This design comes from an exercise in tuning for small area on the open sky130 flow, not from production work.
Where RTL was checked, it was by simulation tests only, not by an equivalence proof against the original.
No activity file was given, so power comes from the tool's default toggle rates.

==> module register_file, before the edit <==
module register_file (
    input  wire        clk,
    input  wire        we,
    input  wire [4:0]  a1,
    input  wire [4:0]  a2,
    input  wire [4:0]  a3,
    input  wire [31:0] wd,
    output wire [31:0] rd1,
    output wire [31:0] rd2
);
    localparam NC = 2;
    localparam GW = 32 / NC;
    wire [NC*32-1:0] wsel, s1, s2;
    decode5 #(.NC(NC), .EN(1)) dw (.en(we),   .a(a3), .sel(wsel));
    decode5 #(.NC(NC), .EN(0)) d1 (.en(1'b1), .a(a1), .sel(s1));
    decode5 #(.NC(NC), .EN(0)) d2 (.en(1'b1), .a(a2), .sel(s2));
    wire [31:0] rq [1:31];
    genvar i, b, c;
    generate for (i = 1; i < 32; i = i + 1) begin : regs
        reg [31:0] q;
        integer g;
        always @(posedge clk)
            for (g = 0; g < NC; g = g + 1)
                if (wsel[g*32+i]) q[g*GW +: GW] <= wd[g*GW +: GW];
        assign rq[i] = q;
    end endgenerate
    generate for (b = 0; b < 32; b = b + 1) begin : bits
        wire [31:1] col;
        for (i = 1; i < 32; i = i + 1) begin : c
            assign col[i] = rq[i][b];
        end
        rmux31 m1 (.s(s1[(b/GW)*32+1 +: 31]), .d(col), .y(rd1[b]));
        rmux31 m2 (.s(s2[(b/GW)*32+1 +: 31]), .d(col), .y(rd2[b]));
    end endgenerate
endmodule
==> flow/config.mk <==
export PLATFORM = sky130hd
export DESIGN_NAME = RISCVunicycle
export DESIGN_NICKNAME = RISCVunicycle
export VERILOG_FILES = /design/flow/design.v
export SDC_FILE = /design/flow/constraint.sdc
export NUM_CORES = 4
export LEC_CHECK = 0
export CAP_MARGIN = 0
export CORE_MARGIN = 2
export CORE_UTILIZATION = 50
export SETUP_SLACK_MARGIN = 0.2
export SLEW_MARGIN = 0
export SYNTH_HIERARCHICAL = 1
export SYNTH_MINIMUM_KEEP_SIZE = 0
==> flow/constraint.sdc <==
create_clock -name core_clock -period 10.0 [get_ports {clk}]
set_input_delay 2.0000 -clock core_clock [delete_from_list [all_inputs] [get_ports {clk}]]
set_output_delay 2.0000 -clock core_clock [all_outputs]
set_load 0.01 [all_outputs]
standard.sh (not shown) runs the stock make flow with config.mk's settings and CLKGATE_MAP_FILE= SYNTH_SCRIPT=/design/flow/synth_recipe.tcl, a recipe that flattens the netlist after the stock synthesis.
==> flow/flow/run.sh <==
#!/bin/bash
# Own layout flow: the standard ORFS flow (standard.sh, unchanged synthesis)
# with two changes:
#  - plain buffers (buf_1) on the ports instead of the default port buffer,
#  - clock tree built from clkbuf_8 (clusters of up to 16 sinks, 80 um) without
#    dummy loads.
# The full make output goes to flow_make.log in the work folder; ORFS keeps its
# per-step logs under orfs/logs/.
set -euo pipefail
export BUFFER_PORTS_ARGS="-buffer_cell sky130_fd_sc_hd__buf_1"
export CTS_ARGS="-sink_clustering_enable -repair_clock_nets -dont_use_dummy_load -buf_list sky130_fd_sc_hd__clkbuf_8 -sink_clustering_size 16 -sink_clustering_max_diameter 80"
bash standard.sh > flow_make.log 2>&1
The first run produced a clean layout.
Change:
--- a/flow/design.v
+++ b/flow/design.v
@@ -91,5 +91,5 @@
     output wire [31:0] rd2
 );
-    localparam NC = 2;
+    localparam NC = 4;
     localparam GW = 32 / NC;
     wire [NC*32-1:0] wsel, s1, s2;
What happened:
- via count is higher by 3.1%
- fmax decreases by 0.59%
- final area came out lower by 0.45%
- hold slack is better by 0.016 ns
- non-clock buffer count came out lower by 155
- clock power hardly moves
No functional check of the RTL was part of the first run of this note.

--- another note on this design; it stands on its own ---

north:
==> flow/design.v (excerpt) <==
module RISCVunicycle (
    input  wire        clk,
    input  wire        rst,
    input  wire [31:0] instr,
    input  wire [31:0] ReadData,
    output wire [31:0] PC,
    output wire        MemWrite,
    output wire        MemRead,
    output wire [31:0] ALUResult,
    output wire [31:0] WriteData
);
    wire nlw, reg_write, is_br, is_jal, is_jalr;
    wire sR, sI, sS, o_lui, sub, nsub, left, fillen;
    wire o_sum, o_x, o_g, no_x, no_g, o_sr, o_sl, o_pc4, o_slt, o_sltu, j, nj;
    wire lt, ltu, s_jalr, s_tk, s_nt, nc32, np31, eq_n, eq_m;
    wire [31:0] rs1, rs2, bp, sum, pc4, pc_t, Result;
    wire [31:1] pi;
    maindeco dec (
        .instr(instr), .MemWrite(MemWrite), .MemRead(MemRead), .nlw(nlw),
        .reg_write(reg_write), .is_br(is_br), .is_jal(is_jal), .is_jalr(is_jalr),
        .sR(sR), .sI(sI), .sS(sS), .o_lui(o_lui), .sub(sub), .nsub(nsub),
        .left(left), .fillen(fillen),
        .o_sum(o_sum), .o_x(o_x), .o_g(o_g), .no_x(no_x), .no_g(no_g), .o_sr(o_sr), .o_sl(o_sl),
        .o_pc4(o_pc4), .o_slt(o_slt), .o_sltu(o_sltu), .j(j), .nj(nj)
    );
    register_file rf (
        .clk(clk), .we(reg_write), .a1(instr[19:15]), .a2(instr[24:20]),
        .a3(instr[11:7]), .wd(Result), .rd1(rs1), .rd2(rs2)
    );
    assign WriteData = rs2;
    opb ob (
        .instr(instr), .rs2(rs2), .sR(sR), .sI(sI), .sS(sS),
        .nsub(nsub), .bp(bp)
    );
    alu alu (
        .a(rs1), .bp(bp), .sub(sub), .left(left), .fillen(fillen),
        .o_sum(o_sum), .o_x(o_x), .o_g(o_g), .no_x(no_x), .no_g(no_g), .o_sr(o_sr), .o_sl(o_sl),
        .o_pc4(o_pc4), .o_slt(o_slt), .o_sltu(o_sltu), .o_lui(o_lui), .uimm(instr[31:12]), .lt(lt), .ltu(ltu), .pc4(pc4),
  ...
export LEC_CHECK = 0
export CAP_MARGIN = 0
export CORE_MARGIN = 2
export CORE_UTILIZATION = 45
export SETUP_SLACK_MARGIN = 0.2
export SLEW_MARGIN = 0
export SYNTH_HIERARCHICAL = 1
export SYNTH_MINIMUM_KEEP_SIZE = 0
create_clock -name core_clock -period 10.0 [get_ports {clk}]
standard.sh (not shown) runs the stock make flow with config.mk's settings and CLKGATE_MAP_FILE= SYNTH_SCRIPT=/design/flow/synth_recipe.tcl, a recipe that flattens the netlist after the stock synthesis.
==> flow/flow/run.sh <==
#!/bin/bash
# Own layout flow: the standard ORFS flow (standard.sh, unchanged synthesis)
# with two changes:
#  - plain buffers (buf_1) on the ports instead of the default port buffer,
#  - clock tree built from clkbuf_8 (clusters of up to 16 sinks, 80 um) without
#    dummy loads.
# The full make output goes to flow_make.log in the work folder; ORFS keeps its
# per-step logs under orfs/logs/.
set -euo pipefail
export BUFFER_PORTS_ARGS="-buffer_cell sky130_fd_sc_hd__buf_1"
export CTS_ARGS="-sink_clustering_enable -repair_clock_nets -dont_use_dummy_load -buf_list sky130_fd_sc_hd__clkbuf_8 -sink_clustering_size 16 -sink_clustering_max_diameter 80"
bash standard.sh > flow_make.log 2>&1
north ran to completion and came out clean on the timing, DRC and antenna checks.
Changes in south relative to north:
- CORE_UTILIZATION now 35, was 45
[summary]
Diff north..south | number of ordinary inverters in the final layout | unchanged. north → south: sequential share of power now smaller; headroom to the max-slew limit now smaller; routed length per placed instance now smaller; minimum setup slack in the final design now smaller. When the final numbers for north and south were put side by side, the horizontal die dimension turned out to be greater in south. Sort north and south by number of gates resized after cts asc -> top: north. In summary, south completed successfully, with a layout that passed the timing, DRC and antenna checks. Compared with north, south is hungrier on power. When south is set beside north, its largest fanout of any net on the critical path turns out to be 15 larger. Between north and south, the flow reports met3 layer wire length in the routed design increasing slightly.

-- static timing again, ports no longer ideal --
In the flow no input, the clock included, has a driving cell. The finished layouts below were timed again as built, in two steps.
Step 1, drivers: a clkbuf_16 drives clk and a buf_2 each remaining input, both assumed.
Step 2 also shifts input and output timing later by t, the mid clock arrival at the registers, as if the neighbouring blocks saw the same clock.
Slacks: ideal ports / drivers / drivers and shift; pairs: ideal ports / drivers.
| run | t (ns) | setup WS [ns] | hold WS [ns] | clock arrival spread, ns | worst slew at a driven data input, ns |
|---|---|---|---|---|---|
| the first run of note 1 | 0.807 | 0.371 / 0.336 / 0.336 | 0.597 / 0.597 / 0.597 | 0.092 / 0.092 | 0.04 |
| the second run of note 1 | 0.801 | 0.315 / 0.227 / 0.227 | 0.613 / 0.613 / 0.613 | 0.106 / 0.106 | 0.11 |
| north | 0.805 | 0.263 / 0.220 / 0.220 | 0.671 / 0.671 / 0.671 | 0.105 / 0.105 | 0.19 |
| south | 0.836 | 0.218 / 0.183 / 0.183 | 0.704 / 0.704 / 0.704 | 0.094 / 0.095 | 0.27 |
After both steps setup and hold are still met in every run listed. For the second run of note 1, which loses most, drivers alone change the setup slack by -0.088 ns; drivers and shift together by -0.088 ns.
